From an optimization exercise on the open Yosys and OpenROAD flow, aimed at small area and a short achievable clock period; shortcuts taken in it are not production practice.
Function was checked by simulation only, so behaviour that the tests miss may differ from the original.
Power is estimated from default activity; no workload was simulated.

[flow/config.mk]
export PLATFORM = sky130hd
export DESIGN_NAME = sigmoid
export DESIGN_NICKNAME = sigmoid
export VERILOG_FILES = /design/flow/design.v
export SDC_FILE = /design/flow/constraint.sdc
export NUM_CORES = 4
export LEC_CHECK = 0
export ABC_AREA = 1
export CAP_MARGIN = 20
export CORE_MARGIN = 2
export CORE_UTILIZATION = 70
export CTS_BUF_LIST = sky130_fd_sc_hd__clkbuf_2 sky130_fd_sc_hd__clkbuf_4
export SLEW_MARGIN = 20
export SYNTH_HIERARCHICAL = 1
[flow/constraint.sdc]
create_clock -name core_clock -period 14.0 [get_ports {clk}]
set_input_delay 2.8000 -clock core_clock [delete_from_list [all_inputs] [get_ports {clk}]]
set_output_delay 2.8000 -clock core_clock [all_outputs]
set_load 0.01 [all_outputs]
[flow/design.v]
module sigmoid_fa(input wire a, input wire b, input wire c, output wire s, output wire co);
	assign s  = a ^ b ^ c;
	assign co = (a & b) | (a & c) | (b & c);
endmodule
module sigmoid_ha(input wire a, input wire b, output wire s, output wire co);
	assign s  = a ^ b;
	assign co = a & b;
endmodule
module sigmoid(
	input wire clk,
	input wire reset,
	input wire enable,
	input wire [17:0] x1,
	output reg [15:0] fixed_op
	);
	wire [16:0] m   = x1[16:0];
	wire        neg = x1[17];
	wire lt0 = m < 17'h018B7;
	wire lt1 = m < 17'h054A3;
	wire r0  = lt0;
	wire r1  = ~lt0 & lt1;
	wire r2  = ~lt1 & ~m[16] & ~m[15];
	wire r3  = ~m[16] & m[15];
	wire sat = m >= 17'd62874;	 
	wire [14:0] n  = m[14:0] ^ {15{neg}};
	wire [14:0] ni = ~n;
	wire p0_0 = r2 | (r3 & neg);
	wire p0_1 = (r2 & neg) | (r3 & neg);
	wire p0_2 = (r1 & neg) | (r2 & neg) | (r3 & neg);
	wire p0_4 = (r1 & neg) | (r2 & neg);
	wire p0_5 = (r0 & neg) | (r3 & n[0]);
	wire p0_6 = (r0 & neg) | (r3 & n[1]);
	wire p0_7 = (r0 & neg) | (r3 & n[2]);
	wire p0_8 = (r0 & neg) | (r2 & n[0]) | (r3 & n[3]);
	wire p0_9 = (r0 & neg) | (r2 & n[1]) | (r3 & n[4]);
	wire p0_10 = (r0 & neg) | (r1 & n[0]) | (r2 & n[2]) | (r3 & n[5]);
	wire p0_11 = (r0 & n[0]) | (r1 & n[1]) | (r2 & n[3]) | (r3 & n[6]);
	wire p0_12 = (r0 & n[1]) | (r1 & n[2]) | (r2 & n[4]) | (r3 & n[7]);
	wire p0_13 = (r0 & n[2]) | (r1 & n[3]) | (r2 & n[5]) | (r3 & n[8]);
	wire p0_14 = (r0 & n[3]) | (r1 & n[4]) | (r2 & n[6]) | (r3 & n[9]);
	wire p0_15 = (r0 & n[4]) | (r1 & n[5]) | (r2 & n[7]) | (r3 & n[10]);
	wire p0_16 = (r0 & n[5]) | (r1 & n[6]) | (r2 & n[8]) | (r3 & n[11]);
	wire p0_17 = (r0 & n[6]) | (r1 & n[7]) | (r2 & n[9]) | (r3 & n[12]);
	wire p0_18 = (r0 & n[7]) | (r1 & n[8]) | (r2 & n[10]) | (r3 & n[13]);
	wire p0_19 = (r0 & n[8]) | (r1 & n[9]) | (r2 & n[11]) | (r3 & n[14]);
	wire p0_20 = (r0 & n[9]) | (r1 & n[10]) | (r2 & n[12]) | (r3 & neg);
	wire p0_21 = (r0 & n[10]) | (r1 & n[11]) | (r2 & n[13]) | r3;
	wire p0_22 = (r0 & n[11]) | (r1 & n[12]) | r3;
	wire p0_23 = (r0 & n[12]) | (r1 & n[13]) | (r2 & ~neg) | r3;
	wire p0_24 = (r0 & neg) | (r1 & n[14]) | (r2 & ~neg) | r3;
	wire p0_25 = (r0 & ~neg) | r1 | (r2 & ~neg) | r3;
	wire p1_3 = (r0 & neg) | r2 | (r3 & n[0]);
	wire p1_4 = (r0 & neg) | (r1 & n[0]) | (r3 & n[1]);
	wire p1_5 = (r1 & n[1]) | (r2 & n[0]) | (r3 & n[2]);
	wire p1_6 = (r1 & n[2]) | (r2 & n[1]) | (r3 & n[3]);
	wire p1_7 = (r1 & n[3]) | (r2 & n[2]) | (r3 & n[4]);
	wire p1_8 = (r1 & n[4]) | (r2 & n[3]) | (r3 & n[5]);
	wire p1_9 = (r1 & n[5]) | (r2 & n[4]) | (r3 & n[6]);
	wire p1_10 = (r1 & n[6]) | (r2 & n[5]) | (r3 & n[7]);
	wire p1_11 = (r1 & n[7]) | (r2 & n[6]) | (r3 & n[8]);
	wire p1_12 = (r1 & n[8]) | (r2 & n[7]) | (r3 & n[9]);
	wire p1_13 = (r0 & neg) | (r1 & n[9]) | (r2 & n[8]) | (r3 & n[10]);
	wire p1_14 = (r1 & n[10]) | (r2 & n[9]) | (r3 & n[11]);
	wire p1_15 = (r1 & n[11]) | (r2 & n[10]) | (r3 & n[12]);
	wire p1_16 = (r1 & n[12]) | (r2 & n[11]) | (r3 & n[13]);
	wire p1_17 = (r1 & n[13]) | (r2 & n[12]) | (r3 & n[14]);
	wire p1_18 = (r1 & n[14]) | (r2 & n[13]) | r3;
	wire p1_19 = r3;
	wire p1_20 = (r1 & neg) | (r2 & neg);
	wire p1_21 = (r1 & ~neg) | (r2 & ~neg);
	wire p1_22 = (r1 & ~neg);
	wire p1_23 = (r1 & neg);
	wire p1_24 = (r1 & neg);
	wire p2_2 = (r0 & neg) | (r1 & n[0]);
	wire p2_3 = (r1 & n[1]) | (r2 & ni[0]);
	wire p2_4 = (r1 & n[2]) | (r2 & ni[1]);
	wire p2_5 = (r1 & n[3]) | (r2 & ni[2]) | (r3 & neg);
	wire p2_6 = (r1 & n[4]) | (r2 & ni[3]);
	wire p2_7 = (r1 & n[5]) | (r2 & ni[4]);
	wire p2_8 = (r1 & n[6]) | (r2 & ni[5]);
	wire p2_9 = (r1 & n[7]) | (r2 & ni[6]);
	wire p2_10 = (r1 & n[8]) | (r2 & ni[7]);
	wire p2_11 = (r1 & n[9]) | (r2 & ni[8]);
	wire p2_12 = (r1 & n[10]) | (r2 & ni[9]);
	wire p2_13 = (r1 & n[11]) | (r2 & ni[10]) | (r3 & ~neg);
	wire p2_14 = (r1 & n[12]) | (r2 & ni[11]);
	wire p2_15 = (r1 & n[13]) | (r2 & ni[12]) | r3;
	wire p2_16 = (r1 & n[14]) | (r2 & ni[13]) | (r3 & ~neg);
	wire p2_17 = (r3 & neg);
	wire p2_18 = (r1 & ~neg) | (r2 & ~neg);
	wire p3_0 = (r0 & neg) | (r1 & n[0]) | (r2 & ni[0]);
	wire p3_1 = (r0 & neg) | (r1 & n[1]) | (r2 & ni[1]);
	wire p3_2 = (r1 & n[2]) | (r2 & ni[2]);
	wire p3_3 = (r1 & n[3]) | (r2 & ni[3]);
	wire p3_4 = (r1 & n[4]) | (r2 & ni[4]);
	wire p3_5 = (r1 & n[5]) | (r2 & ni[5]);
	wire p3_6 = (r1 & n[6]) | (r2 & ni[6]);
	wire p3_7 = (r1 & n[7]) | (r2 & ni[7]);
	wire p3_8 = (r1 & n[8]) | (r2 & ni[8]);
	wire p3_9 = (r1 & n[9]) | (r2 & ni[9]);
	wire p3_10 = (r1 & n[10]) | (r2 & ni[10]);
	wire p3_11 = (r1 & n[11]) | (r2 & ni[11]);
	wire p3_12 = (r1 & n[12]) | (r2 & ni[12]);
	wire p3_13 = (r1 & n[13]) | (r2 & ni[13]);
	wire p3_14 = (r1 & n[14]) | (r2 & neg);
	wire p3_15 = (r2 & neg);
	wire p3_16 = (r1 & ~neg) | (r2 & ~neg);
	wire p4_8 = (r2 & neg);
	wire p4_10 = (r1 & neg);
	wire p4_13 = (r1 & ~neg) | (r2 & neg);
	wire p4_14 = r1;
	wire s0, c0;
	sigmoid_ha ha0 (.a(p0_8), .b(p1_8), .s(s0), .co(c0));
	wire s1, c1;
	sigmoid_ha ha1 (.a(p0_9), .b(p1_9), .s(s1), .co(c1));
	wire s2, c2;
	sigmoid_fa fa2 (.a(p0_10), .b(p1_10), .c(p2_10), .s(s2), .co(c2));
	wire s3, c3;
	sigmoid_ha ha3 (.a(p0_11), .b(p1_11), .s(s3), .co(c3));
	wire s4, c4;
	sigmoid_ha ha4 (.a(p0_12), .b(p1_12), .s(s4), .co(c4));
	wire s5, c5;
	sigmoid_fa fa5 (.a(p0_13), .b(p1_13), .c(p2_13), .s(s5), .co(c5));
	wire s6, c6;
	sigmoid_fa fa6 (.a(p0_14), .b(p1_14), .c(p2_14), .s(s6), .co(c6));
	wire s7, c7;
	sigmoid_ha ha7 (.a(p0_15), .b(p1_15), .s(s7), .co(c7));
	wire s8, c8;
	sigmoid_ha ha8 (.a(p0_16), .b(p1_16), .s(s8), .co(c8));
	wire s9, c9;
	sigmoid_ha ha9 (.a(p0_4), .b(p1_4), .s(s9), .co(c9));
	wire s10, c10;
	sigmoid_fa fa10 (.a(p0_5), .b(p1_5), .c(p2_5), .s(s10), .co(c10));
	wire s11, c11;
	sigmoid_fa fa11 (.a(p0_6), .b(p1_6), .c(p2_6), .s(s11), .co(c11));
	wire s12, c12;
	sigmoid_fa fa12 (.a(p0_7), .b(p1_7), .c(p2_7), .s(s12), .co(c12));
	wire s13, c13;
	sigmoid_fa fa13 (.a(p2_8), .b(p3_8), .c(p4_8), .s(s13), .co(c13));
	wire s14, c14;
	sigmoid_fa fa14 (.a(p2_9), .b(p3_9), .c(c0), .s(s14), .co(c14));
	wire s15, c15;
	sigmoid_fa fa15 (.a(p3_10), .b(p4_10), .c(c1), .s(s15), .co(c15));
	wire s16, c16;
	sigmoid_fa fa16 (.a(p2_11), .b(p3_11), .c(c2), .s(s16), .co(c16));
	wire s17, c17;
	sigmoid_fa fa17 (.a(p2_12), .b(p3_12), .c(c3), .s(s17), .co(c17));
	wire s18, c18;
	sigmoid_fa fa18 (.a(p3_13), .b(p4_13), .c(c4), .s(s18), .co(c18));
	wire s19, c19;
	sigmoid_fa fa19 (.a(p3_14), .b(p4_14), .c(c5), .s(s19), .co(c19));
	wire s20, c20;
	sigmoid_fa fa20 (.a(p2_15), .b(p3_15), .c(c6), .s(s20), .co(c20));
	wire s21, c21;
	sigmoid_fa fa21 (.a(p2_16), .b(p3_16), .c(c7), .s(s21), .co(c21));
	wire s22, c22;
	sigmoid_fa fa22 (.a(p0_17), .b(p1_17), .c(p2_17), .s(s22), .co(c22));
	wire s23, c23;
	sigmoid_ha ha23 (.a(p0_18), .b(p1_18), .s(s23), .co(c23));
	wire s24, c24;
	sigmoid_ha ha24 (.a(p0_2), .b(p2_2), .s(s24), .co(c24));
	wire s25, c25;
	sigmoid_fa fa25 (.a(p1_3), .b(p2_3), .c(p3_3), .s(s25), .co(c25));
	wire s26, c26;
	sigmoid_fa fa26 (.a(p2_4), .b(p3_4), .c(s9), .s(s26), .co(c26));
	wire s27, c27;
	sigmoid_fa fa27 (.a(p3_5), .b(c9), .c(s10), .s(s27), .co(c27));
	wire s28, c28;
	sigmoid_fa fa28 (.a(p3_6), .b(c10), .c(s11), .s(s28), .co(c28));
	wire s29, c29;
	sigmoid_fa fa29 (.a(p3_7), .b(c11), .c(s12), .s(s29), .co(c29));
	wire s30, c30;
	sigmoid_fa fa30 (.a(s0), .b(c12), .c(s13), .s(s30), .co(c30));
	wire s31, c31;
	sigmoid_fa fa31 (.a(s1), .b(c13), .c(s14), .s(s31), .co(c31));
	wire s32, c32;
	sigmoid_fa fa32 (.a(s2), .b(c14), .c(s15), .s(s32), .co(c32));
	wire s33, c33;
	sigmoid_fa fa33 (.a(s3), .b(c15), .c(s16), .s(s33), .co(c33));
	wire s34, c34;
	sigmoid_fa fa34 (.a(s4), .b(c16), .c(s17), .s(s34), .co(c34));
	wire s35, c35;
	sigmoid_fa fa35 (.a(s5), .b(c17), .c(s18), .s(s35), .co(c35));
	wire s36, c36;
	sigmoid_fa fa36 (.a(s6), .b(c18), .c(s19), .s(s36), .co(c36));
	wire s37, c37;
	sigmoid_fa fa37 (.a(s7), .b(c19), .c(s20), .s(s37), .co(c37));
	wire s38, c38;
	sigmoid_fa fa38 (.a(s8), .b(c20), .c(s21), .s(s38), .co(c38));
	wire s39, c39;
	sigmoid_fa fa39 (.a(c8), .b(c21), .c(s22), .s(s39), .co(c39));
	wire s40, c40;
	sigmoid_fa fa40 (.a(p2_18), .b(c22), .c(s23), .s(s40), .co(c40));
	wire s41, c41;
	sigmoid_fa fa41 (.a(p0_19), .b(p1_19), .c(c23), .s(s41), .co(c41));
	wire s42, c42;
	sigmoid_ha ha42 (.a(p0_20), .b(p1_20), .s(s42), .co(c42));
	wire s43, c43;
	sigmoid_ha ha43 (.a(p0_21), .b(p1_21), .s(s43), .co(c43));
	wire s44, c44;
	sigmoid_ha ha44 (.a(p0_22), .b(p1_22), .s(s44), .co(c44));
	wire s45, c45;
	sigmoid_ha ha45 (.a(p0_23), .b(p1_23), .s(s45), .co(c45));
	wire s46, c46;
	sigmoid_ha ha46 (.a(p0_24), .b(p1_24), .s(s46), .co(c46));
	wire [25:0] ra = {p0_25, c45, c44, c43, c42, c41, c40, c39, c38, c37, c36, c35, c34, c33, c32, c31, c30, c29, c28, c27, c26, c25, c24, p3_2, p0_1, p0_0};
	wire [25:0] rb = {c46, s46, s45, s44, s43, s42, s41, s40, s39, s38, s37, s36, s35, s34, s33, s32, s31, s30, s29, s28, s27, s26, s25, s24, p3_1, p3_0};
	wire [25:0] pg = ra ^ rb;
	wire [25:0] gg = ra & rb;
	wire G1_0 = gg[1] | (pg[1] & gg[0]);
	wire G3_2 = gg[3] | (pg[3] & gg[2]);
	wire P3_2 = pg[3] & pg[2];
	wire G5_4 = gg[5] | (pg[5] & gg[4]);
	wire P5_4 = pg[5] & pg[4];
	wire G7_6 = gg[7] | (pg[7] & gg[6]);
	wire P7_6 = pg[7] & pg[6];
	wire G9_8 = gg[9] | (pg[9] & gg[8]);
	wire P9_8 = pg[9] & pg[8];
	wire G11_10 = gg[11] | (pg[11] & gg[10]);
	wire P11_10 = pg[11] & pg[10];
	wire G13_12 = gg[13] | (pg[13] & gg[12]);
	wire P13_12 = pg[13] & pg[12];
	wire G15_14 = gg[15] | (pg[15] & gg[14]);
	wire P15_14 = pg[15] & pg[14];
	wire G17_16 = gg[17] | (pg[17] & gg[16]);
	wire P17_16 = pg[17] & pg[16];
	wire G19_18 = gg[19] | (pg[19] & gg[18]);
	wire P19_18 = pg[19] & pg[18];
	wire G21_20 = gg[21] | (pg[21] & gg[20]);
	wire P21_20 = pg[21] & pg[20];
	wire G23_22 = gg[23] | (pg[23] & gg[22]);
	wire P23_22 = pg[23] & pg[22];
	wire G25_24 = gg[25] | (pg[25] & gg[24]);
	wire P25_24 = pg[25] & pg[24];
	wire G3_0 = G3_2 | (P3_2 & G1_0);
	wire G7_4 = G7_6 | (P7_6 & G5_4);
	wire P7_4 = P7_6 & P5_4;
	wire G11_8 = G11_10 | (P11_10 & G9_8);
	wire P11_8 = P11_10 & P9_8;
	wire G15_12 = G15_14 | (P15_14 & G13_12);
	wire P15_12 = P15_14 & P13_12;
	wire G19_16 = G19_18 | (P19_18 & G17_16);
	wire P19_16 = P19_18 & P17_16;
	wire G23_20 = G23_22 | (P23_22 & G21_20);
	wire P23_20 = P23_22 & P21_20;
	wire G7_0 = G7_4 | (P7_4 & G3_0);
	wire G15_8 = G15_12 | (P15_12 & G11_8);
	wire P15_8 = P15_12 & P11_8;
	wire G23_16 = G23_20 | (P23_20 & G19_16);
	wire P23_16 = P23_20 & P19_16;
	wire G15_0 = G15_8 | (P15_8 & G7_0);
	wire G23_0 = G23_16 | (P23_16 & G15_0);
	wire G11_0 = G11_8 | (P11_8 & G7_0);
	wire G19_0 = G19_16 | (P19_16 & G15_0);
	wire G5_0 = G5_4 | (P5_4 & G3_0);
	wire G9_0 = G9_8 | (P9_8 & G7_0);
	wire G13_0 = G13_12 | (P13_12 & G11_0);
	wire G17_0 = G17_16 | (P17_16 & G15_0);
	wire G21_0 = G21_20 | (P21_20 & G19_0);
	wire G25_0 = G25_24 | (P25_24 & G23_0);
	wire G2_0 = gg[2] | (pg[2] & G1_0);
	wire G4_0 = gg[4] | (pg[4] & G3_0);
	wire G6_0 = gg[6] | (pg[6] & G5_0);
	wire G8_0 = gg[8] | (pg[8] & G7_0);
	wire G10_0 = gg[10] | (pg[10] & G9_0);
	wire G12_0 = gg[12] | (pg[12] & G11_0);
	wire G14_0 = gg[14] | (pg[14] & G13_0);
	wire G16_0 = gg[16] | (pg[16] & G15_0);
	wire G18_0 = gg[18] | (pg[18] & G17_0);
	wire G20_0 = gg[20] | (pg[20] & G19_0);
	wire G22_0 = gg[22] | (pg[22] & G21_0);
	wire G24_0 = gg[24] | (pg[24] & G23_0);
	wire G0_0 = gg[0];
	wire [25:0] g = pg ^ {G24_0, G23_0, G22_0, G21_0, G20_0, G19_0, G18_0, G17_0, G16_0, G15_0, G14_0, G13_0, G12_0, G11_0, G10_0, G9_0, G8_0, G7_0, G6_0, G5_0, G4_0, G3_0, G2_0, G1_0, G0_0, 1'b0};
	wire [15:0] fixed_op_next = sat ? {2'b00, ~neg, 13'd0} : {3'b000, g[25:13]};
	always @(posedge clk, posedge reset) begin
		if (reset)
			fixed_op <= 567;
		else if (enable)
			fixed_op <= fixed_op_next;
	end
endmodule
[flow/flow/run.sh]
#!/bin/bash
# The standard layout, with plain buffers (buf_1) on the ports instead of the
# default delay-cell buffers.  The make output goes to standard.log; ORFS keeps
# each step's log under orfs/logs/.
set -euo pipefail
bash standard.sh BUFFER_PORTS_ARGS="-buffer_cell sky130_fd_sc_hd__buf_1" finish > standard.log 2>&1
[flow/standard.sh]
#!/bin/bash
# synth_recipe.tcl (not shown) runs the flow's synth.tcl, then flattens the netlist and writes it again
# the make line also repeats each setting of config.mk as NAME=value (left out here)
make -C /OpenROAD-flow-scripts/flow DESIGN_CONFIG=/design/flow/config.mk WORK_HOME=/design/flow/orfs CLKGATE_MAP_FILE= SYNTH_SCRIPT=/design/flow/synth_recipe.tcl "${@:-finish}"
==> results of run 1 <==
==> how the worst max path moves through the flow <==
stage                 from           end  slack (ns)  depth (start not counted)
floorplan           x1[15]  fixed_op[12]        6.95                         22
global placement    x1[17]  fixed_op[12]        6.07                         20
detailed placement   x1[7]  fixed_op[12]        6.03                         26
CTS                  x1[7]  fixed_op[12]        6.35                         26
global route         x1[7]  fixed_op[12]        5.85                         26
finish               x1[7]  fixed_op[12]        6.25                         26
==> cells by family (layout without fill, tap and decap cells) <==
logic type	Yosys count	count (layout)
AND/OR/NAND/NOR	218	218
adder cells (fa/ha/maj)	76	76
buffers and inverters	63	90
AO/OA/AOI/OAI	50	50
XOR/XNOR	22	22
flip-flops	14	14
other	1	2
==> power breakdown <==
part	internal, uW	switching, uW
Sequential	56.9	6.05
Clock	13.0	14.1
Combinational	98.3	149
==> modules after synthesis, one instance, submodules excluded <==
module      times used  flip-flops and latches  cells  cell area (um^2)
sigmoid              1                      14    397              2480
sigmoid_fa          33                       0      1              20.0
sigmoid_ha          14                       0      1              12.5
==> per-layer routing <==
metal / share of wire / vias to the layer above / wire, um / GRT usage
met5: 0 / - / 0 / 0
met4: 0.027 / 0 / 229 / 0.0988
met3: 0.093 / 31 / 799 / 0.0580
met2: 0.47 / 233 / 3990 / 0.570
met1: 0.41 / 1437 / 3550 / 0.469
li1: - / 1511 / - / -
==> cell type report <==
| class | instances | share of cell area |
|---|---|---|
| multi-input cells | 368 | 0.776 |
| flip-flops and latches | 14 | 0.103 |
| inverters | 52 | 0.0560 |
| clock buffers | 4 | 0.00862 |
| well taps | 54 | 0.0194 |
| repair buffers | 34 | 0.0370 |
==> per-stage QoR <==
stage                     power (uW)   util  area [um^2]  hold slack (ns)
after global routing             375  0.752         3480            0.499
after CTS                        337  0.752         3480            0.472
after floorplan                  247      -         3320            0.474
after detailed placement         309  0.746         3450            0.458
final                            337  0.752         3480            0.472
after global placement           294  0.746         3450            0.456
==> worst reg2reg max path, cell delays in order, from the launching register on <==
cell     delay [ns]
dfstp_2        0.54
nand2_1        0.05
o21ai_0        0.09
==> layout by cell type, fill, tap and decap left out, types with 3 or more instances in the layout <==
| cell | netlist | final |
|---|---|---|
| dfstp_2 | 6 | 6 |
| fa_1 | 39 | 39 |
| ha_1 | 37 | 37 |
| inv_2 | 3 | 3 |
| nor3_1 | 3 | 3 |
| buf_1 | 0 | 33 |
| a21oi_1 | 13 | 13 |
| nand3_1 | 30 | 30 |
| o21ai_0 | 13 | 13 |
| a22o_1 | 3 | 3 |
| dfrtp_1 | 8 | 8 |
| xor2_1 | 4 | 4 |
| nand2_2 | 6 | 6 |
| nand3_2 | 3 | 3 |
| clkbuf_4 | 0 | 4 |
| nor2_1 | 23 | 23 |
| inv_1 | 48 | 48 |
| o2111ai_1 | 12 | 12 |
| nand2_1 | 141 | 141 |
| nor2_2 | 4 | 4 |
| o211ai_1 | 3 | 3 |
| nand4_1 | 4 | 4 |
| xnor2_1 | 18 | 18 |
==> results by group, run 1 <==
Floorplanning
  – Chip height: between 70 and 80 um
  – Initial Util: 0.716
  – Core ar.: ~4600 um^2
  – DIE WIDTH: roughly 73 um
  – # IOs: 37
  – Row count: 25
  – Die Area: 5300 um^2

Synth
  – Post-Synthesis Cells: 444
  – Post-Synth XOR/XNOR Area: 0.0581
  – Mux contribution to synthesized area: 0
  – EDFF count, synth: 0
  – Post-synth cell types: 37
  – FF+latch count, synth: 14
  – Synth Area in Simple Gates: 0.281
  – Adder-Cell Fraction of Synth Area: 0.375
  – Seq/Total Area, Yosys: 0.108
  – Post-synth top area share: 0.235
  – Syn Area/Cell: between 7 and 8 um^2
  – Most numerous cell in the Yosys netlist: nand2_1
  – Synth top area cells: fa_1 (24%), nand2_1 (16%), ha_1 (14%)
  – Compound-Gate Fraction of Synth Area: 0.0989
  – Largest family of logic cells by synthesized area: adder cells
  – Top cells by count, synth: nand2_1 (141), inv_1 (48), fa_1 (39)
  – Most common flop cell mapped by yosys: dfrtp_1
  – Synth area leader: fa_1
  – Mapped Area: around 3300 um^2
  – Number of synthesis warnings: 7
  – Ys async rst share: 1.00

CTS
  – Clock latency on the worst-skew pair: between 0.2 and 0.3 ns
  – CTS tree: built
  – CTS Sinks: 14
  – Post_cts resized: 0
  – CTS Hold Bufs: 0
  – CTS buffer count: 3
  – Setup bufs post-CTS: 0
  – Worst-case clock buffer depth: 2
  – Worst-path clk slew: approximately 0.090 ns
  – Clock Tree Root: clkbuf_4
  – Deepest level of the CTS H-tree: 1

Placement
  – PortBufs: 34
  – Pre-CTS setup slack: 6.03 ns
  – GPL Wtd Cong: roughly 1.0
  – HPWL Detailed: 7340 um
  – Dpl cells: 522

Timing
  – Post-route setup slack: about 6.3 ns
  – Period utilization: 0.553
  – Slew @ Worst Pin: roughly 0.8 ns
  – Fin. Hold Viols: 0
  – Final Max Slew Viols: 0
  – Unrepaired setup endpoints after global routing: no
  – Setup TNS: 0 ns
  – Setup-failing EPs final: 0
  – Tmin final: between 7 and 8 ns
  – Max Fclk: around 0.13 GHz
  – Relative slew slack: 0.481
  – Max Clock Skew: 0 ns

Cells and area
  – Post-layout net count: 570
  – Register cell area after layout: ~360 um^2
  – Fillers: 375
  – Max reg flops: 14
  – Largest regs: fixed_op: 14 flops
  – Ratio of cells with drive above 1 in the final layout: 0.0614
  – Post-route insts no fill: roughly 530
  – Syn-to-layout area delta: 5.06%
  – Largest Register: fixed_op
  – Antenna cells: 0
  – Multi-input logic area: 2700 um^2

GRT
  – Grt ovf: 0
  – Total GRT Usage: 0.344
  – Antenna violations before repair: 0
  – Largest net degree at the start of global routing: 28
  – First-pass GRT wire length: approximately 14000 um
  – Vias in the first global route: between 3000 and 4000

Routing
  – WL final: approximately 8600 um
  – WL/cell: 16.3 um
  – DRT iter0 DRCs: 400
  – Via count: approximately 3200
  – First-pass DRT Iterations: 6
  – Drt via density: between 6 and 7
  – Drc violations: 0
  – Antenna-violating nets left: 0

Critical path
  – Crit path kind: input port to flip-flop
  – Setup crit start kind: input port
  – Buffers & Inverters on Critical Path: 4
  – Reg2reg start: fixed_op[9]
  – Crit-path max cell delay: approximately 0.47 ns
  – Worst-path fanout max: 18
  – Top delay family on crit path: adder cells
  – Crit path DAT: ~7.9 ns
  – R2R cell count: 2
  – CP required: around 14 ns
  – Crit. End Element: flip-flop
  – Worst flop-to-flop path endpoint: fixed_op[9]
  – Reg2reg setup slack: roughly 13 ns
  – Slowest CP cell: fa_1

Power
  – Worst VDD drop: between 0.1 and 0.15 mV
  – P per Cell Area: 96.8 nW/um^2
  – Leak: about 0.0019 uW

Hold path
  – Hold depth: 2
  – Hold endpoint: fixed_op[0]
  – Hold Startpoint: fixed_op[0]
  – Hold/Removal Path Class: flip-flop to flip-flop

Job
  – Max-cap viol count: 0

Status
  – Status: no timing/DRC/antenna violations
==> inputs of run 2 (changes only) <==
--- a/flow/config.mk
+++ b/flow/config.mk
@@ -8,7 +8,6 @@
 export ABC_AREA = 1
 export CAP_MARGIN = 20
 export CORE_MARGIN = 2
-export CORE_UTILIZATION = 70
-export CTS_BUF_LIST = sky130_fd_sc_hd__clkbuf_2 sky130_fd_sc_hd__clkbuf_4
+export CORE_UTILIZATION = 40
 export SLEW_MARGIN = 20
 export SYNTH_HIERARCHICAL = 1
==> run 2 against run 1 <==
Net effect:
- still clean on timing, DRC and antenna
- register-to-register slack worse by 0.02 ns
- via count is 3.7% lower
- power is 0.21% lower
- non-clock buffer count up 1
- final area increased by 2.4%
- fmax is 1.9% higher
- synthesized area unchanged
- hold slack better by 0.0029 ns
- largest power group unchanged
==> results by group, run 2 <==
Placement
  – GPL Wtd Cong: roughly 0.96
  – Area of placed instances: between 3000 and 4000 um^2
  – HPWL Detailed: 7510 um
  – PortBufs: 34

Cells and area
  – Max reg flops: 14
  – Post-layout net count: 571
  – Fillers: around 820
  – Largest regs: fixed_op: 14 flops
  – Commonest non-fill, non-tap cell in the layout: nand2_1
  – Syn-to-layout area delta: 7.62%
  – Commonest cells after routing, fill and taps aside: nand2_1 (141), inv_1 (48), fa_1 (39)
  – Multi-input logic area: 2700 um^2
  – Antenna cells: 0
  – Register cell area after layout: roughly 360 um^2
  – Final instance area: 3570 um^2
  – Ratio of cells with drive above 1 in the final layout: 0.0592
  – Largest Register: fixed_op

CTS
  – CTS Hold Bufs: 0
  – CTS Sinks: 14
  – Clock Tree Root: clkbuf_8
  – Worst-path clk slew: approximately 0.06 ns
  – CTS tree: built
  – Deepest level of the CTS H-tree: 1
  – Setup bufs post-CTS: 0
  – Worst-case clock buffer depth: 2
  – Clock latency on the worst-skew pair: about 0.24 ns
  – Post_cts resized: 0
  – CTS buffer count: 3

Floorplanning
  – Initial Util: 0.408
  – Chip height: around 95 um
  – Die Area: around 9000 um^2
  – # IOs: 37
  – Core ar.: ~8000 um^2
  – DIE WIDTH: between 90 and 100 um
  – Row count: 33

Timing
  – Unrepaired setup endpoints after global routing: no
  – Period utilization: 0.543
  – Setup TNS: 0 ns
  – Final Max Slew Viols: 0
  – Tmin final: between 7 and 8 ns
  – Slew @ Worst Pin: 0.846 ns
  – Relative slew slack: 0.435
  – Max Clock Skew: 0 ns
  – Setup-failing EPs final: 0
  – Fin. Hold Viols: 0
  – Max Fclk: between 0.1 and 0.15 GHz

Synth
  – Ys async rst share: 1.00
  – Post-Synthesis Cells: ~440
  – Most numerous cell in the Yosys netlist: nand2_1
  – Number of synthesis warnings: 7
  – Mapped Area: ~3300 um^2
  – Seq/Total Area, Yosys: 0.108
  – Synth area leader: fa_1
  – FF+latch count, synth: 14
  – Post-synth cell types: 37
  – Top cells by count, synth: nand2_1 (141), inv_1 (48), fa_1 (39)
  – Synth top area cells: fa_1 (24%), nand2_1 (16%), ha_1 (14%)
  – Most common flop cell mapped by yosys: dfrtp_1
  – EDFF count, synth: 0
  – Post-synth top area share: 0.235
  – Syn Area/Cell: between 7 and 8 um^2

Critical path
  – Reg2reg setup slack: about 13 ns
  – Crit. End Element: flip-flop
  – Setup crit start kind: input port
  – Worst-path fanout max: 18
  – Crit path kind: input port to flip-flop
  – Crit path DAT: a little under 8 ns
  – CP required: between 10 and 15 ns

Status
  – Status: no timing/DRC/antenna violations

GRT
  – Total GRT Usage: 0.200
  – Vias in the first global route: 3018
  – First-pass GRT wire length: between 10000 and 15000 um
  – Largest net degree at the start of global routing: 28
  – Grt ovf: 0
  – Antenna violations before repair: 0

Routing
  – WL final: about 8700 um
  – Drt via density: about 5.4
  – Via count: around 3100
  – Antenna-violating nets left: 0
  – WL/cell: about 15 um
  – Drc violations: 0
  – DRT iter0 DRCs: about 310
  – First-pass DRT Iterations: 8

Hold path
  – Hold/Removal Path Class: flip-flop to flip-flop

Power
  – P per Cell Area: 94.3 nW/um^2
  – Worst VDD drop: between 0.06 and 0.07 mV
  – Leak: 0.00191 uW

Job
  – Max-cap viol count: 0
[run 2: cell count changes in the layout (fill, tap and decap cells not counted), sizes merged]
cell  change
buf       +1
[run 2: per-module statistics from Yosys, one instance, submodules excluded]
module      flip-flops and latches  cells inside
sigmoid_fa                       0             1
sigmoid_ha                       0             1
sigmoid                         14           397
[run 2: area by class of cell]
class,count,share of cell area
timing repair buffer,35,0.0379
inverter,52,0.0547
tap,105,0.0368
multi-input combinational,368,0.758
sequential,14,0.100
clock buffer,4,0.0126
[run 2: worst max-delay path, stage by stage]
cell	delay, ns
buf_1	0.18
inv_1	0.06
nand2_1	0.07
inv_1	0.04
nand2_1	0.09
o211ai_1	0.10
nand2_1	0.08
nand3_2	0.27
inv_1	0.22
nor2_4	0.12
nand2_1	0.20
o2111ai_1	0.19
fa_1	0.47
fa_1	0.50
fa_1	0.41
ha_1	0.34
inv_1	0.07
nor3_1	0.26
nand3_1	0.13
nand2_2	0.12
nand2_2	0.06
nand2_2	0.09
a21oi_1	0.09
fa_1	0.38
xor2_1	0.16
xnor2_1	0.15
o21ai_1	0.07
[run 2: logic make-up (layout without fill, tap and decap cells)]
logic type                 count (synthesis)  after routing  share of synthesized area
adders and majority gates                 76             76                      0.375
buffers and inverters                     63             91                     0.0777
AOI/OAI and AO/OA                         50             50                     0.0989
other                                      1              2                    0.00113
DFF                                       14             14                      0.108
and+or+nand+nor                          218            218                      0.281
xor gates and xnor gates                  22             22                     0.0581
[run 2: final timing paths]
kind	from	to	cells after the start
worst max-delay path	x1[8]	fixed_op[12]	27
worst min-delay path	fixed_op[0]	fixed_op[0]	2
worst max register to register	fixed_op[4]	fixed_op[4]	2
worst min register to register	fixed_op[0]	fixed_op[0]	2
max in group asynchronous	reset	fixed_op[5]	2
min in group asynchronous	reset	fixed_op[11]	2
[run 2: metrics by stage]
stage | total power, uW | hold slack, ns | instances | util | setup slack, ns
3_5_place_dp | 305 | 0.468 | 574 | 0.433 | 6.14
6_report | 336 | 0.475 | 578 | 0.439 | 6.40
3_3_place_gp | 303 | 0.461 | 574 | 0.433 | 6.15
5_1_grt | 379 | 0.507 | 578 | 0.439 | 5.80
2_1_floorplan | 247 | 0.474 | 445 | - | 6.95
4_1_cts | 342 | 0.477 | 578 | 0.439 | 6.39
[run 2: power by group]
group / internal (uW) / total [uW] / switching (uW)
logic: 95.9 / 239 / 143
registers: 57.1 / 63.2 / 6.10
clock network: 20.1 / 34.6 / 14.5
[run 2: per-layer routing]
layer | share of wire | global-route usage | vias to the layer above
met5 | 0 | 0 | -
met4 | 0.020 | 0.0423 | 0
met3 | 0.067 | 0.0387 | 22
met2 | 0.46 | 0.324 | 135
met1 | 0.45 | 0.278 | 1428
li1 | - | - | 1508
==> inputs of run 3 (changes only) <==
==> flow/flow/run.sh (replaced) <==
#!/bin/bash
set -euo pipefail
bash standard.sh BUFFER_PORTS_ARGS="-buffer_cell sky130_fd_sc_hd__buf_1" SETUP_SLACK_MARGIN=7 finish > standard.log 2>&1
--- a/flow/config.mk
+++ b/flow/config.mk
@@ -11,3 +11,4 @@
 export CORE_UTILIZATION = 40
 export SLEW_MARGIN = 20
 export SYNTH_HIERARCHICAL = 1
+export TNS_END_PERCENT = 0
==> run 3 against run 2 <==
Net effect:
- die area is the same
- sequential share of layout area shrank 1.6 points
- power grew 22%
- critical path type unchanged
- largest cell class unchanged
- largest power group unchanged
==> results by group, run 3 <==
Synth
  – Synth top area cells: fa_1 (24%), nand2_1 (16%), ha_1 (14%)
  – FF+latch count, synth: 14
  – Ys async rst share: 1.00
  – Top cells by count, synth: nand2_1 (141), inv_1 (48), fa_1 (39)
  – Mapped Area: 3320 um^2
  – Syn Area/Cell: roughly 7.5 um^2
  – Number of synthesis warnings: 7
  – Post-synth cell types: 37
  – Synth area leader: fa_1
  – EDFF count, synth: 0
  – Post-synth top area share: 0.235
  – Most common flop cell mapped by yosys: dfrtp_1
  – Seq/Total Area, Yosys: 0.108
  – Most numerous cell in the Yosys netlist: nand2_1
  – Post-Synthesis Cells: roughly 440

Cells and area
  – Antenna cells: 0
  – Largest regs: fixed_op: 14 flops
  – Ratio of cells with drive above 1 in the final layout: 0.287
  – Fillers: about 770
  – Syn-to-layout area delta: 28.3%
  – Multi-input logic area: 3120 um^2
  – Largest Register: fixed_op
  – Post-layout net count: between 500 and 600
  – Register cell area after layout: around 360 um^2
  – Final instance area: between 4000 and 5000 um^2
  – Max reg flops: 14
  – Commonest non-fill, non-tap cell in the layout: nand2_1
  – Commonest cells after routing, fill and taps aside: nand2_1 (117), inv_1 (37), fa_1 (31), ha_1 (31), buf_4 (25)

Hold path
  – Hold depth: 2
  – Hold/Removal Path Class: flip-flop to flip-flop

Timing
  – Max Fclk: 0.144 GHz
  – Setup-failing EPs final: 0
  – Tmin final: 6.96 ns
  – Relative slew slack: 0.486
  – Hold slack: roughly 0.47 ns
  – Final Max Slew Viols: 0
  – Post-route setup slack: 7.04 ns
  – Max Clock Skew: 0 ns
  – Fin. Hold Viols: 0
  – Slew @ Worst Pin: 0.761 ns
  – Period utilization: 0.497
  – Setup TNS: 0 ns
  – Unrepaired setup endpoints after global routing: yes

Critical path
  – Crit. End Element: flip-flop
  – Crit path DAT: between 7 and 8 ns
  – Crit-path max cell delay: ~0.50 ns
  – Worst-path fanout max: 22
  – R2R cell count: 2
  – Setup crit start kind: input port
  – Slowest CP cell: fa_1
  – Crit path kind: input port to flip-flop
  – Crit-path cells: buf_1, buf_4, xnor2_1, inv_1, nand2_1, o2111ai_2, fa_2, fa_1, fa_2, ha_4, inv_2, nor3_4, nand3_2, nand2_4, nand2_4, nand2_4, a21oi_4, fa_2, xor2_2, xnor2_1, o21ai_1
  – CP required: between 10 and 15 ns

Status
  – Status: no timing/DRC/antenna violations

GRT
  – First-pass GRT wire length: ~15000 um
  – Met3 GRT Util: 0.0253
  – Met2 usage: 0.344
  – Antenna violations before repair: 0
  – Largest net degree at the start of global routing: 28
  – Vias in the first global route: 3059
  – Grt ovf: 0
  – Layer with the highest usage: met2
  – Total GRT Usage: 0.210
  – GR Layer Usage met1: 0.300

Floorplanning
  – DIE WIDTH: about 95 um
  – Die Area: between 9000 and 10000 um^2
  – Row count: 33
  – Core ar.: just over 8000 um^2
  – Chip height: 95.0 um
  – Initial Util: 0.408
  – # IOs: 37

Placement
  – Pre-CTS setup slack: about 6.2 ns
  – GPL Wtd Cong: about 1
  – Area of placed instances: 3530 um^2
  – HPWL Detailed: 7400 um
  – PortBufs: 34

CTS
  – CTS buffer count: 3
  – CTS Sinks: 14
  – Worst-path clk slew: around 0.050 ns
  – CTS tree: built
  – Worst-case clock buffer depth: 2
  – Clock Tree Root: clkbuf_8
  – CTS Hold Bufs: 0
  – Deepest level of the CTS H-tree: 1
  – Clock latency on the worst-skew pair: between 0.2 and 0.25 ns

Routing
  – WL final: just over 9000 um
  – Via count: around 3200
  – DRT iter0 DRCs: approximately 340
  – First-pass DRT Iterations: 6
  – Antenna-violating nets left: 0
  – Drt via density: 5.40
  – WL/cell: between 15 and 20 um
  – Drc violations: 0

Power
  – P per Cell Area: 96.7 nW/um^2
  – Pwr Total: ~400 uW
  – Leak: approximately 0.0022 uW
  – Worst VDD drop: roughly 0.07 mV

Job
  – Max-cap viol count: 0
## run 3: cell types whose count changed in the layout (fill, tap and decap cells not counted), sizes merged
cell / delta
inv: +1
nor2: +1
buf: +18
clkbuf: +1
clkinv: +1
## run 3: Yosys stat by module (local to each module, per instance)
module,cells inside,cell area (um^2)
sigmoid,397,2480
sigmoid_fa,1,20.0
sigmoid_ha,1,12.5
## run 3: through the flow
step	util	instances
final	0.523	600
after detailed placement	0.435	574
after global routing	0.523	600
after global placement	0.435	574
after floorplan	-	445
after CTS	0.479	587
## run 3: power by group
part	internal (uW)	switching [uW]	total [uW]
combinational	139	177	315
clock	20.1	13.1	33.2
sequential	57.1	5.95	63.1
total	216	196	412
## run 3: area by class of cell
cell class / instances / area share
Multi-Input combinational cell: 369 / 0.733
Timing Repair Buffer: 54 / 0.0867
Sequential cell: 14 / 0.0841
Inverter: 52 / 0.0506
Tap cell: 105 / 0.0309
Clock buffer: 4 / 0.0106
Timing Repair inverter: 2 / 0.00412
## run 3: worst paths after layout
| kind | startpoint | to | slack (ns) |
|---|---|---|---|
| max | x1[17] | fixed_op[12] | 7.04 |
| min reg2reg | fixed_op[0] | fixed_op[0] | 0.47 |
| max in group asynchronous | reset | fixed_op[5] | 11.08 |
| min in group asynchronous | reset | fixed_op[13] | 2.56 |
| min | fixed_op[0] | fixed_op[0] | 0.47 |
| max reg2reg | fixed_op[4] | fixed_op[4] | 13.25 |
## run 3: kinds of logic after synthesis
| group | after synthesis | synth area share |
|---|---|---|
| xor+xnor | 22 | 0.0581 |
| other cells | 1 | 0.00113 |
| flops | 14 | 0.108 |
| buf+inv | 63 | 0.0777 |
| simple gates | 218 | 0.281 |
| compound gates | 50 | 0.0989 |
| fa+ha+maj | 76 | 0.375 |
## run 3: timing repair
item,CTS,global route
pin swaps,30,44
gates cloned,1,2
resized for setup,66,83
buffers inserted,8,11
hold endpoints to repair,0,0
endpoints found under the setup margin,12,11
## run 3: routing by layer
metal | share of wire | vias up | routed length (um)
met5 | 0 | - | 0
met4 | 0.022 | 0 | 208
met3 | 0.053 | 26 | 493
met2 | 0.48 | 130 | 4450
met1 | 0.45 | 1524 | 4160
li1 | - | 1557 | -
## run 3: critical path: cells and delay by family
kind	cells	cell delay (ns)
fa+ha+maj	5	1.99
simple gates	6	0.79
xor+xnor	3	0.70
buf+inv	4	0.49
compound gates	3	0.31
==> inputs of run 4 (changes only) <==
==> flow/flow/run.sh (replaced) <==
#!/bin/bash
set -euo pipefail
bash standard.sh BUFFER_PORTS_ARGS="-buffer_cell sky130_fd_sc_hd__buf_1" ADDER_MAP_FILE= finish > standard.log 2>&1
--- a/flow/config.mk
+++ b/flow/config.mk
@@ -10,5 +10,3 @@
 export CORE_MARGIN = 2
 export CORE_UTILIZATION = 40
 export SLEW_MARGIN = 20
-export SYNTH_HIERARCHICAL = 1
-export TNS_END_PERCENT = 0
==> run 4 against run 3 <==
Net effect:
- register-to-register slack barely moved
- combinational power fell by 18%
- utilization fell by 9.1 points
- clock-buffer cell count did not move
- cell count rose by 77%
- largest power group unchanged
==> results by group, run 4 <==
Power
  – P per Cell Area: 74.8 nW/um^2
  – Sw Share: 0.543
  – Pwr Total: roughly 350 uW
  – Clk pwr share: 0.093
  – Leak: 0.00291 uW
  – Share of power burned in registers: 0.168
  – Psw: about 190 uW
  – Power Internal: 159 uW
  – Worst VDD drop: 0.0513 mV
  – Comb pwr share: 0.739

Cells and area
  – Post-route insts no fill: approximately 1100
  – Max reg flops: 14
  – Largest Register: fixed_op
  – Commonest non-fill, non-tap cell in the layout: nand2_1
  – Largest regs: fixed_op: 14 flops
  – Syn-to-layout area delta: 5.41%
  – Post-layout net count: ~940
  – Commonest cells after routing, fill and taps aside: nand2_1 (382), inv_1 (125), nand3_1 (123)
  – Ratio of cells with drive above 1 in the final layout: 0.0586
  – Antenna cells: 0

Critical path
  – Most repeated library cell on the critical path: nand2_1
  – CP required: ~14 ns
  – Crit path kind: input port to flip-flop
  – Slowest CP cell: nor2_4
  – Crit-path max cell delay: 0.54 ns
  – Crit path DAT: a little under 7 ns
  – Crit. End Element: flip-flop
  – Setup crit start kind: input port
  – Top delay family on crit path: simple AND/OR/NAND/NOR gates
  – Worst-path fanout max: 26
  – Buffers & Inverters on Critical Path: 1

GRT
  – Largest net degree at the start of global routing: 27
  – Grt ovf: 0
  – First-pass GRT wire length: 21200 um
  – Antenna violations before repair: 0
  – Total GRT Usage: 0.216
  – Vias in the first global route: 4851

CTS
  – Setup bufs post-CTS: 0
  – Worst-case clock buffer depth: 2
  – Deepest level of the CTS H-tree: 1
  – CTS Sinks: 14
  – CTS tree: built
  – Clock latency on the worst-skew pair: 0.23 ns
  – Worst-path clk slew: 0.05 ns
  – Post_cts resized: 0
  – Clock Tree Root: clkbuf_8
  – CTS Hold Bufs: 0
  – CTS buffer count: 3

Floorplanning
  – Chip height: between 100 and 150 um
  – Core ar.: 10800 um^2
  – Row count: 38
  – Initial Util: 0.410
  – # IOs: 37
  – Die Area: 11900 um^2
  – DIE WIDTH: between 100 and 150 um

Status
  – Status: no timing/DRC/antenna violations

Routing
  – Drc violations: 0
  – DRT iter0 DRCs: 332
  – First-pass DRT Iterations: 5
  – WL/cell: between 10 and 15 um
  – Via count: between 5000 and 6000
  – Antenna-violating nets left: 0
  – WL final: 12000 um
  – Drt via density: between 4 and 5

Timing
  – Tmin final: just under 7 ns
  – Fin. Hold Viols: 0
  – Slew @ Worst Pin: between 0.9 and 1 ns
  – Setup TNS: 0 ns
  – Final Max Slew Viols: 0
  – Hold slack: around 0.47 ns
  – Max Fclk: 0.148 GHz
  – Unrepaired setup endpoints after global routing: no
  – Relative slew slack: 0.369
  – Period utilization: 0.484
  – Max Clock Skew: 0 ns
  – Setup-failing EPs final: 0

Synth
  – Ys async rst share: 1.00
  – EDFF count, synth: 0
  – Post-synth top area share: 0.324
  – Post-synth cell types: 43
  – Synth top area cells: nand2_1 (32%), nand3_1 (14%), inv_1 (11%)
  – Post-Synthesis Cells: 900
  – Mapped Area: approximately 4400 um^2
  – FF+latch count, synth: 14
  – Syn Area/Cell: a little under 5 um^2
  – Top cells by count, synth: nand2_1 (382), inv_1 (125), nand3_1 (123)
  – Number of synthesis warnings: 1
  – Synth area leader: nand2_1
  – Most common flop cell mapped by yosys: dfrtp_1
  – Seq/Total Area, Yosys: 0.0810
  – Most numerous cell in the Yosys netlist: nand2_1

Placement
  – HPWL Detailed: slightly above 10000 um
  – Dpl cells: 1058
  – PortBufs: 34
  – GPL Wtd Cong: 0.938

Job
  – Max-cap viol count: 0

Hold path
  – Hold/Removal Path Class: flip-flop to flip-flop
run 4: worst min-delay path: stages, from the launching register on:
cell	delay, ns
dfstp_2	0.36
nand2_1	0.05
o21ai_1	0.05
run 4: final timing paths:
check / from / endpoint / slack (ns) / cells past startpoint
worst min-delay path: fixed_op[9] / fixed_op[9] / 0.47 / 2
worst max register to register: fixed_op[2] / fixed_op[2] / 13.25 / 2
worst min register to register: fixed_op[9] / fixed_op[9] / 0.47 / 2
worst max-delay path: x1[16] / fixed_op[10] / 7.22 / 27
min in group asynchronous: reset / fixed_op[6] / 2.55 / 2
max in group asynchronous: reset / fixed_op[1] / 11.08 / 2
run 4: through the flow:
stage               instance area [um^2]   util  setup WS (ns)
finish                              4660  0.432           7.22
floorplan                           4420      -           8.51
detailed placement                  4610  0.428           7.02
global route                        4660  0.432           6.58
global placement                    4610  0.428           7.04
CTS                                 4660  0.432           7.26
run 4: per-layer routing:
layer,GRT usage,wire length (um),share of wire
met1,0.278,5770,0.48
met2,0.391,5500,0.46
met3,0.00717,486,0.040
met4,0.0586,263,0.022
met5,0,0,0
run 4: logic make-up after synthesis:
family                 Yosys count  share of synthesized area
flip-flops                      14                     0.0810
XOR/XNOR                        29                     0.0575
AO/OA/AOI/OAI                   52                     0.0713
AND/OR/NAND/NOR                653                      0.649
buffers and inverters          151                      0.140
other                            1                   0.000848
run 4: cell type report:
class | count | area (um^2)
sequential | 14 | 358
multi-input combinational | 736 | 3450
tap | 140 | 175
fill | 1253 | 6130
clock buffer | 4 | 45.0
inverter | 133 | 499
timing repair buffer | 35 | 135
run 4: power by group through the flow:
stage	Combinational [uW]	Sequential, uW	Clock (uW)
final	258	58.4	32.4
after global routing	303	59.9	36.0
after CTS	258	58.6	33.6
after detailed placement	257	59.1	0
after global placement	256	58.5	0
after floorplan	201	63.9	0
==> inputs of run 5 (changes only) <==
--- a/flow/design.v
+++ b/flow/design.v
@@ -49,22 +49,21 @@
 	wire p0_23 = (r0 & n[12]) | (r1 & n[13]) | (r2 & ~neg) | r3;
 	wire p0_24 = (r0 & neg) | (r1 & n[14]) | (r2 & ~neg) | r3;
 	wire p0_25 = (r0 & ~neg) | r1 | (r2 & ~neg) | r3;
-	wire p1_3 = (r0 & neg) | r2 | (r3 & n[0]);
-	wire p1_4 = (r0 & neg) | (r1 & n[0]) | (r3 & n[1]);
-	wire p1_5 = (r1 & n[1]) | (r2 & n[0]) | (r3 & n[2]);
-	wire p1_6 = (r1 & n[2]) | (r2 & n[1]) | (r3 & n[3]);
-	wire p1_7 = (r1 & n[3]) | (r2 & n[2]) | (r3 & n[4]);
-	wire p1_8 = (r1 & n[4]) | (r2 & n[3]) | (r3 & n[5]);
-	wire p1_9 = (r1 & n[5]) | (r2 & n[4]) | (r3 & n[6]);
-	wire p1_10 = (r1 & n[6]) | (r2 & n[5]) | (r3 & n[7]);
-	wire p1_11 = (r1 & n[7]) | (r2 & n[6]) | (r3 & n[8]);
-	wire p1_12 = (r1 & n[8]) | (r2 & n[7]) | (r3 & n[9]);
-	wire p1_13 = (r0 & neg) | (r1 & n[9]) | (r2 & n[8]) | (r3 & n[10]);
-	wire p1_14 = (r1 & n[10]) | (r2 & n[9]) | (r3 & n[11]);
-	wire p1_15 = (r1 & n[11]) | (r2 & n[10]) | (r3 & n[12]);
-	wire p1_16 = (r1 & n[12]) | (r2 & n[11]) | (r3 & n[13]);
-	wire p1_17 = (r1 & n[13]) | (r2 & n[12]) | (r3 & n[14]);
-	wire p1_18 = (r1 & n[14]) | (r2 & n[13]) | r3;
+	wire p1_4 = (r0 & neg) | (r1 & n[0]) | (r2 & n[0]);
+	wire p1_5 = (r1 & n[1]) | (r2 & n[1]) | (r3 & neg);
+	wire p1_6 = (r1 & n[2]) | (r2 & n[2]);
+	wire p1_7 = (r1 & n[3]) | (r2 & n[3]);
+	wire p1_8 = (r1 & n[4]) | (r2 & n[4]);
+	wire p1_9 = (r1 & n[5]) | (r2 & n[5]);
+	wire p1_10 = (r1 & n[6]) | (r2 & n[6]);
+	wire p1_11 = (r1 & n[7]) | (r2 & n[7]);
+	wire p1_12 = (r1 & n[8]) | (r2 & n[8]);
+	wire p1_13 = (r0 & neg) | (r1 & n[9]) | (r2 & n[9]) | (r3 & ~neg);
+	wire p1_14 = (r1 & n[10]) | (r2 & n[10]);
+	wire p1_15 = (r1 & n[11]) | (r2 & n[11]) | r3;
+	wire p1_16 = (r1 & n[12]) | (r2 & n[12]) | (r3 & ~neg);
+	wire p1_17 = (r1 & n[13]) | (r2 & n[13]) | (r3 & neg);
+	wire p1_18 = (r1 & n[14]) | (r2 & ~neg) | r3;
 	wire p1_19 = r3;
 	wire p1_20 = (r1 & neg) | (r2 & neg);
 	wire p1_21 = (r1 & ~neg) | (r2 & ~neg);
@@ -72,22 +71,22 @@
 	wire p1_23 = (r1 & neg);
 	wire p1_24 = (r1 & neg);
 	wire p2_2 = (r0 & neg) | (r1 & n[0]);
-	wire p2_3 = (r1 & n[1]) | (r2 & ni[0]);
-	wire p2_4 = (r1 & n[2]) | (r2 & ni[1]);
-	wire p2_5 = (r1 & n[3]) | (r2 & ni[2]) | (r3 & neg);
-	wire p2_6 = (r1 & n[4]) | (r2 & ni[3]);
-	wire p2_7 = (r1 & n[5]) | (r2 & ni[4]);
-	wire p2_8 = (r1 & n[6]) | (r2 & ni[5]);
-	wire p2_9 = (r1 & n[7]) | (r2 & ni[6]);
-	wire p2_10 = (r1 & n[8]) | (r2 & ni[7]);
-	wire p2_11 = (r1 & n[9]) | (r2 & ni[8]);
-	wire p2_12 = (r1 & n[10]) | (r2 & ni[9]);
-	wire p2_13 = (r1 & n[11]) | (r2 & ni[10]) | (r3 & ~neg);
-	wire p2_14 = (r1 & n[12]) | (r2 & ni[11]);
-	wire p2_15 = (r1 & n[13]) | (r2 & ni[12]) | r3;
-	wire p2_16 = (r1 & n[14]) | (r2 & ni[13]) | (r3 & ~neg);
-	wire p2_17 = (r3 & neg);
-	wire p2_18 = (r1 & ~neg) | (r2 & ~neg);
+	wire p2_3 = (r0 & neg) | (r1 & n[1]) | (r2 & n[0]) | (r3 & n[0]);
+	wire p2_4 = (r1 & n[2]) | (r2 & n[1]) | (r3 & n[1]);
+	wire p2_5 = (r1 & n[3]) | (r2 & n[2]) | (r3 & n[2]);
+	wire p2_6 = (r1 & n[4]) | (r2 & n[3]) | (r3 & n[3]);
+	wire p2_7 = (r1 & n[5]) | (r2 & n[4]) | (r3 & n[4]);
+	wire p2_8 = (r1 & n[6]) | (r2 & n[5]) | (r3 & n[5]);
+	wire p2_9 = (r1 & n[7]) | (r2 & n[6]) | (r3 & n[6]);
+	wire p2_10 = (r1 & n[8]) | (r2 & n[7]) | (r3 & n[7]);
+	wire p2_11 = (r1 & n[9]) | (r2 & n[8]) | (r3 & n[8]);
+	wire p2_12 = (r1 & n[10]) | (r2 & n[9]) | (r3 & n[9]);
+	wire p2_13 = (r1 & n[11]) | (r2 & n[10]) | (r3 & n[10]);
+	wire p2_14 = (r1 & n[12]) | (r2 & n[11]) | (r3 & n[11]);
+	wire p2_15 = (r1 & n[13]) | (r2 & n[12]) | (r3 & n[12]);
+	wire p2_16 = (r1 & n[14]) | (r2 & n[13]) | (r3 & n[13]);
+	wire p2_17 = r2 | (r3 & n[14]);
+	wire p2_18 = (r1 & ~neg);
 	wire p3_0 = (r0 & neg) | (r1 & n[0]) | (r2 & ni[0]);
 	wire p3_1 = (r0 & neg) | (r1 & n[1]) | (r2 & ni[1]);
 	wire p3_2 = (r1 & n[2]) | (r2 & ni[2]);
@@ -160,7 +159,7 @@
 	wire s24, c24;
 	sigmoid_ha ha24 (.a(p0_2), .b(p2_2), .s(s24), .co(c24));
 	wire s25, c25;
-	sigmoid_fa fa25 (.a(p1_3), .b(p2_3), .c(p3_3), .s(s25), .co(c25));
+	sigmoid_ha ha25 (.a(p2_3), .b(p3_3), .s(s25), .co(c25));
 	wire s26, c26;
 	sigmoid_fa fa26 (.a(p2_4), .b(p3_4), .c(s9), .s(s26), .co(c26));
 	wire s27, c27;
@@ -206,6 +205,7 @@
 	wire [25:0] ra = {p0_25, c45, c44, c43, c42, c41, c40, c39, c38, c37, c36, c35, c34, c33, c32, c31, c30, c29, c28, c27, c26, c25, c24, p3_2, p0_1, p0_0};
 	wire [25:0] rb = {c46, s46, s45, s44, s43, s42, s41, s40, s39, s38, s37, s36, s35, s34, s33, s32, s31, s30, s29, s28, s27, s26, s25, s24, p3_1, p3_0};
 	wire [25:0] pg = ra ^ rb;
+	wire [25:0] tg = ra | rb;
 	wire [25:0] gg = ra & rb;
 	wire G1_0 = gg[1] | (pg[1] & gg[0]);
 	wire G3_2 = gg[3] | (pg[3] & gg[2]);
==> flow/flow/run.sh (replaced) <==
#!/bin/bash
# The standard layout, with plain buffers (buf_1) on the ports instead of the
# default delay-cell buffers.  The make output goes to standard.log; ORFS keeps
# each step's log under orfs/logs/.
set -euo pipefail
bash standard.sh BUFFER_PORTS_ARGS="-buffer_cell sky130_fd_sc_hd__buf_1" finish > standard.log 2>&1
--- a/flow/config.mk
+++ b/flow/config.mk
@@ -9,4 +9,6 @@
 export CAP_MARGIN = 20
 export CORE_MARGIN = 2
 export CORE_UTILIZATION = 40
+export GPL_TIMING_DRIVEN = 1
 export SLEW_MARGIN = 20
+export SYNTH_HIERARCHICAL = 1
==> run 5 against run 4 <==
Net effect:
- still clean
- first-iteration DRC count fell by 1.8%
- combinational power down 8.5%
- sequential power up 7.7%
- largest power group unchanged
- highest routed layer unchanged
==> results by group, run 5 <==
CTS
  – CTS Hold Bufs: 0
  – Clock Tree Root: clkbuf_8
  – Worst-case clock buffer depth: 2
  – CTS tree: built
  – Worst-path clk slew: roughly 0.060 ns
  – Deepest level of the CTS H-tree: 1
  – CTS buffer count: 3
  – CTS Sinks: 14
  – Post_cts resized: 0
  – Setup bufs post-CTS: 0
  – Clock latency on the worst-skew pair: ~0.24 ns

Synth
  – Top cells by count, synth: nand2_1 (119), fa_1 (38), ha_1 (38)
  – Synth top area cells: fa_1 (23%), ha_1 (15%), nand2_1 (14%)
  – FF+latch count, synth: 14
  – Post-synth cell types: 40
  – Mapped Area: ~3300 um^2
  – Post-synth top area share: 0.232
  – EDFF count, synth: 0
  – Seq/Total Area, Yosys: 0.109
  – Most common flop cell mapped by yosys: dfrtp_1
  – Most numerous cell in the Yosys netlist: nand2_1
  – Post-Synthesis Cells: between 400 and 500
  – Syn Area/Cell: 7.72 um^2
  – Synth area leader: fa_1
  – Ys async rst share: 1.00
  – Number of synthesis warnings: 7

Timing
  – Max Fclk: 0.133 GHz
  – Fin. Hold Viols: 0
  – Unrepaired setup endpoints after global routing: no
  – Period utilization: 0.538
  – Relative slew slack: 0.610
  – Max Clock Skew: 0 ns
  – Final Max Slew Viols: 0
  – Setup TNS: 0 ns
  – Slew @ Worst Pin: 0.578 ns
  – Tmin final: 7.54 ns
  – Setup-failing EPs final: 0

Placement
  – Area of placed instances: 3480 um^2
  – GPL Wtd Cong: approximately 0.9
  – HPWL Detailed: 7230 um
  – PortBufs: 34

Power
  – Psw: 160 uW
  – Leak: ~0.0018 uW
  – Power Internal: ~170 uW
  – Worst VDD drop: 0.0675 mV
  – Comb pwr share: 0.712
  – Share of power burned in registers: 0.189
  – Sw Share: 0.481
  – P per Cell Area: 94.3 nW/um^2
  – Clk pwr share: 0.099

Floorplanning
  – Core ar.: 7850 um^2
  – Chip height: about 94 um
  – # IOs: 37
  – Die Area: 8920 um^2
  – Row count: 32
  – Initial Util: 0.417
  – DIE WIDTH: approximately 94 um

Routing
  – First-pass DRT Iterations: 4
  – WL final: roughly 8300 um
  – Antenna-violating nets left: 0
  – Drt via density: around 5.3
  – Drc violations: 0
  – WL/cell: around 15 um
  – DRT iter0 DRCs: around 330
  – Via count: 2954

Critical path
  – R2R cell count: 2
  – Crit path DAT: 7.66 ns
  – Crit. End Element: flip-flop
  – Most repeated library cell on the critical path: fa_1
  – Reg2reg setup slack: 13.26 ns
  – CP required: about 14 ns
  – Slowest CP cell: fa_1
  – Setup crit start kind: input port
  – Crit path kind: input port to flip-flop
  – Crit-path max cell delay: 0.51 ns
  – Worst-path fanout max: 16

Cells and area
  – Post-layout net count: around 550
  – Antenna cells: 0
  – Max reg flops: 14
  – Final instance area: between 3000 and 4000 um^2
  – Largest regs: fixed_op: 14 flops
  – Ratio of cells with drive above 1 in the final layout: 0.0905
  – Commonest cells after routing, fill and taps aside: nand2_1 (119), fa_1 (38), ha_1 (38)
  – Commonest non-fill, non-tap cell in the layout: nand2_1
  – Syn-to-layout area delta: 7.61%
  – Largest Register: fixed_op

GRT
  – Largest net degree at the start of global routing: 23
  – Vias in the first global route: 3039
  – Total GRT Usage: 0.199
  – First-pass GRT wire length: around 14000 um
  – Grt ovf: 0
  – Antenna violations before repair: 0

Job
  – Max-cap viol count: 0

Hold path
  – Hold depth: 2
  – Hold/Removal Path Class: flip-flop to flip-flop

Status
  – Status: no timing/DRC/antenna violations
run 5: cell types whose count changed after synthesis, sizes merged, moves of 6 or more:
cell	delta
nor2	-55
nand4	-9
inv	-97
nor3	-7
nand2	-257
fa	+38
ha	+38
buf	-6
nand3	-108
xnor2	-12
run 5: routing by layer:
metal / vias up / GRT usage / wire, um
li1: 1459 / - / -
met1: 1399 / 0.286 / 4020
met2: 84 / 0.335 / 3810
met3: 12 / 0.0200 / 407
met4: 0 / 0.0205 / 90
met5: - / 0 / 0
run 5: final cells by class:
cell class	count	area [um^2]
Sequential cell	14	358
Clock buffer	4	45.0
Fill cell	842	4330
Multi-Input combinational cell	363	2720
Timing Repair Buffer	35	135
Tap cell	102	128
Inverter	37	140
run 5: cells by family (layout without fill, tap and decap cells):
| logic type | Yosys count | count (layout) | share of synthesized area |
|---|---|---|---|
| XOR/XNOR | 22 | 22 | 0.0589 |
| other | 1 | 2 | 0.00115 |
| AO/OA/AOI/OAI | 53 | 53 | 0.0982 |
| adder cells (fa/ha/maj) | 76 | 76 | 0.378 |
| flip-flops | 14 | 14 | 0.109 |
| AND/OR/NAND/NOR | 210 | 210 | 0.293 |
| buffers and inverters | 48 | 76 | 0.0619 |
run 5: worst paths after layout:
check	from	to
setup reg to reg	fixed_op[2]	fixed_op[2]
max in group asynchronous	reset	fixed_op[5]
min in group asynchronous	reset	fixed_op[13]
hold reg to reg	fixed_op[0]	fixed_op[0]
hold / removal	fixed_op[0]	fixed_op[0]
setup / recovery	x1[16]	fixed_op[12]
run 5: power groups by stage:
stage / clock network (uW) / registers (uW) / logic [uW]
5_1_grt: 37.2 / 64.4 / 277
2_1_floorplan: 0 / 69.8 / 175
3_5_place_dp: 0 / 63.7 / 239
6_report: 32.9 / 62.9 / 236
3_3_place_gp: 0 / 63.5 / 236
4_1_cts: 34.2 / 63.0 / 241
run 5: critical path: cells and delay by family:
kind | cells | cell delay (ns)
buffers and inverters | 4 | 0.59
adders and majority gates | 5 | 2.07
and+or+nand+nor | 10 | 1.34
xor gates and xnor gates | 2 | 0.31
AOI/OAI and AO/OA | 4 | 0.56
run 5: modules after synthesis (local to each module, per instance):
module      area, um^2  cells  flip-flops and latches  times used
sigmoid_fa        20.0      1                       0          32
sigmoid_ha        12.5      1                       0          15
sigmoid           2440    377                      14           1
run 5: stage by stage:
step	setup slack [ns]	hold WS (ns)	power [uW]	cells	utilization
after floorplan	6.92	0.474	245	425	-
after global placement	6.37	0.464	300	551	0.443
after detailed placement	6.21	0.466	303	551	0.443
after CTS	6.46	0.478	338	555	0.449
after global routing	6.01	0.499	379	555	0.449
final	6.46	0.471	332	555	0.449

[port drivers added, routing unchanged]
Ports are ideal in the flow. The routed layouts listed here were re-timed in OpenROAD. Step 1 sets driving cells, clkbuf_16 on the clock port and buf_2 on the other inputs (assumed; they add their load-dependent delay and slew). Step 2 moves the port delays by t, midway between the first and last clock arrival at a register: inputs arrive t later, outputs are due t later. That takes back most of the time a late clock gives input paths. Three values: ideal, step 1, step 2; two values: the first two.
| run | t, ns | setup slack, ns | clock arrival spread, ns |
|---|---|---|---|
| run 1 | 0.303 | 6.254 / 6.253 / 5.949 | 0.006 / 0.005 |
| run 2 | 0.267 | 6.396 / 6.392 / 6.126 | 0.002 / 0.003 |
| run 3 | 0.260 | 7.042 / 7.040 / 6.780 | 0.002 / 0.002 |
| run 4 | 0.262 | 7.224 / 7.230 / 6.968 | 0.004 / 0.004 |
| run 5 | 0.259 | 6.465 / 6.466 / 6.207 | 0.004 / 0.004 |
After both steps setup and hold are still met in every run listed. For run 1, which loses most, drivers alone change the setup slack by -0.001 ns; drivers and shift together by -0.305 ns.
